This design comes from an exercise in tuning for small area, a short achievable clock period and few clock cycles per item on the open sky130 flow, not from production work.
The RTL was checked by simulation tests, not by an equivalence proof against the original design.

delta:
==> flow/design.v (excerpt) <==
module prime_finder(
	input              clk,
	input              rst,
	input              start,
	input      [15:0]  n,
	output             done,
	output             is_prime,
	output     [15:0]  prime
);
wire       h3 = n[15];
wire [3:0] h2 = n[14:11];
wire [3:0] h1 = n[10:7];
wire [3:0] h0 = n[6:3];
wire [4:0] t01 = {1'b0, h0} + {1'b0, h1};
wire [4:0] t23 = {1'b0, h2} + {4'd0, h3};
wire [5:0] tt = {1'b0, t01} + {1'b0, t23};
wire [1:0] tu;     
wire [3:0] mh;     
tab_t15 t_t15(.a(tt), .d({tu, mh}));
wire [4:0] b21 = {1'b0, h2} + {1'b0, h1} + {4'd0, h3};
wire [9:0] nb = {1'b0, h3, 3'd0, h3, 4'd0} + {2'd0, h2, 4'd0} + {5'd0, b21};    
wire [2:0] alo = {1'b0, nb[1:0]} + {1'b0, tu};
wire [7:0] abh = nb[9:2] + 8'd1;
wire [9:0] a_c = {alo[2] ? abh : nb[9:2], alo[1:0]};     
wire [4:0] p_c;    
wire       rc_c;   
tab_pos t_pos(.a({mh, n[2:0]}), .d({rc_c, p_c}));
wire       n_small = (n < 16'd6);
wire       n_wrap  = (n > 16'd65521);
wire [1:0] sp_c  = n_wrap ? 2'd1 : !n_small ? 2'd0 : (n <= 16'd2) ? 2'd1 : (n == 16'd3) ? 2'd2 : 2'd3;
wire       spp_c = (n == 16'd2) | (n == 16'd3) | (n == 16'd5);
reg [9:0]  A;
reg [4:0]  p;
reg        rc;
reg [1:0]  sp;
reg        spp;
reg        busy;
reg        done_q, isp_q;
reg [6:0]  c_q;      
wire [31:0] v;
  ...
==> flow/config.mk <==
export PLATFORM = sky130hd
export DESIGN_NAME = prime_finder
export DESIGN_NICKNAME = prime_finder
export VERILOG_FILES = /design/flow/design.v
export SDC_FILE = /design/flow/constraint.sdc
export NUM_CORES = 4
export LEC_CHECK = 0
export ABC_AREA = 1
export CAP_MARGIN = 20
export CORE_MARGIN = 2
export CORE_UTILIZATION = 15
export GPL_ROUTABILITY_DRIVEN = 1
export PLACE_DENSITY = 0.22
export SLEW_MARGIN = 20
==> flow/constraint.sdc <==
create_clock -name core_clock -period 8.0 [get_ports {clk}]
set_input_delay 1.6000 -clock core_clock [delete_from_list [all_inputs] [get_ports {clk}]]
set_output_delay 1.6000 -clock core_clock [all_outputs]
set_load 0.01 [all_outputs]
run.sh (not shown) runs the stock make flow with config.mk's settings and CLKGATE_MAP_FILE= SYNTH_SCRIPT=/design/flow/synth_recipe.tcl, a recipe that flattens the netlist after the stock synthesis.
delta | status: complete | timing, DRC, antenna: pass
Testbench counts of delta, summed over its fixed seeds: cycles 153, items 72.
## Diff of input files: violet against delta
Settings: CORE_UTILIZATION: 15 -> 30; PLACE_DENSITY: 0.22 -> 0.6; GPL_ROUTABILITY_DRIVEN: 1 -> unset.
==> comparison <==
- Worst slack after detailed placement (violet over delta): increase, 0.10 ns
- Number of placed cells counting well taps of violet falls short of that of delta by more than 10%.
- Diff violet..delta | synthesized cell count | unchanged
- Flip-flop and latch count after synthesis: delta vs violet, no meaningful difference
- Apart from violet, each of violet and delta ends the flow with a layout that passes the timing, design-rule and antenna checks.
- violet: it failed during 5_1_grt, and the tool reported GRT-0116.
diff inputs: violet => ember
Settings: GPL_ROUTABILITY_DRIVEN newly set to 1; CORE_UTILIZATION changed from 30 to 15; SETUP_SLACK_MARGIN newly set to 5.0; PLACE_DENSITY changed from 0.6 to 0.22.
==> run notes <==
ember finished end to end and its layout was clean on timing, DRC and antenna.
Side by side, last weighted congestion value of the routability-driven placer turned out lower in ember than in violet.
In ember, the post-place setup slack came out 0.22 ns above the value in violet.
The higher buffers inserted during post-CTS setup optimization of violet and ember is in ember.
Compared with violet, ember shows number of core rows higher by 41%.
ember falls short of violet in post-DP HPWL.
Comparing post-cts resize count for violet and ember, the bigger number came from ember.

==> static timing again, ports no longer ideal <==
Ports are ideal in the flow. The routed layouts listed here were re-timed in OpenROAD.
Step 1 sets driving cells, clkbuf_16 on the clock port and buf_2 on the other inputs (assumed; they add their load-dependent delay and slew).
Step 2 also shifts input and output timing later by t, the mid clock arrival at the registers, as if the neighbouring blocks saw the same clock.
Three values: ideal, step 1, step 2; two values: the first two.
run | t, ns | slack for setup (ns) | hold slack, ns | worst register clock-pin slew, ns
delta | 0.349 | 1.131 / 1.131 / 1.078 | 0.509 / 0.509 / 0.509 | 0.10 / 0.10
ember | 0.351 | 2.647 / 2.655 / 2.305 | 0.515 / 0.515 / 0.515 | 0.10 / 0.10
After both steps setup and hold are still met in every run listed. The setup slack of ember, which loses most, moves by +0.008 ns with the drivers and by -0.342 ns with both steps.
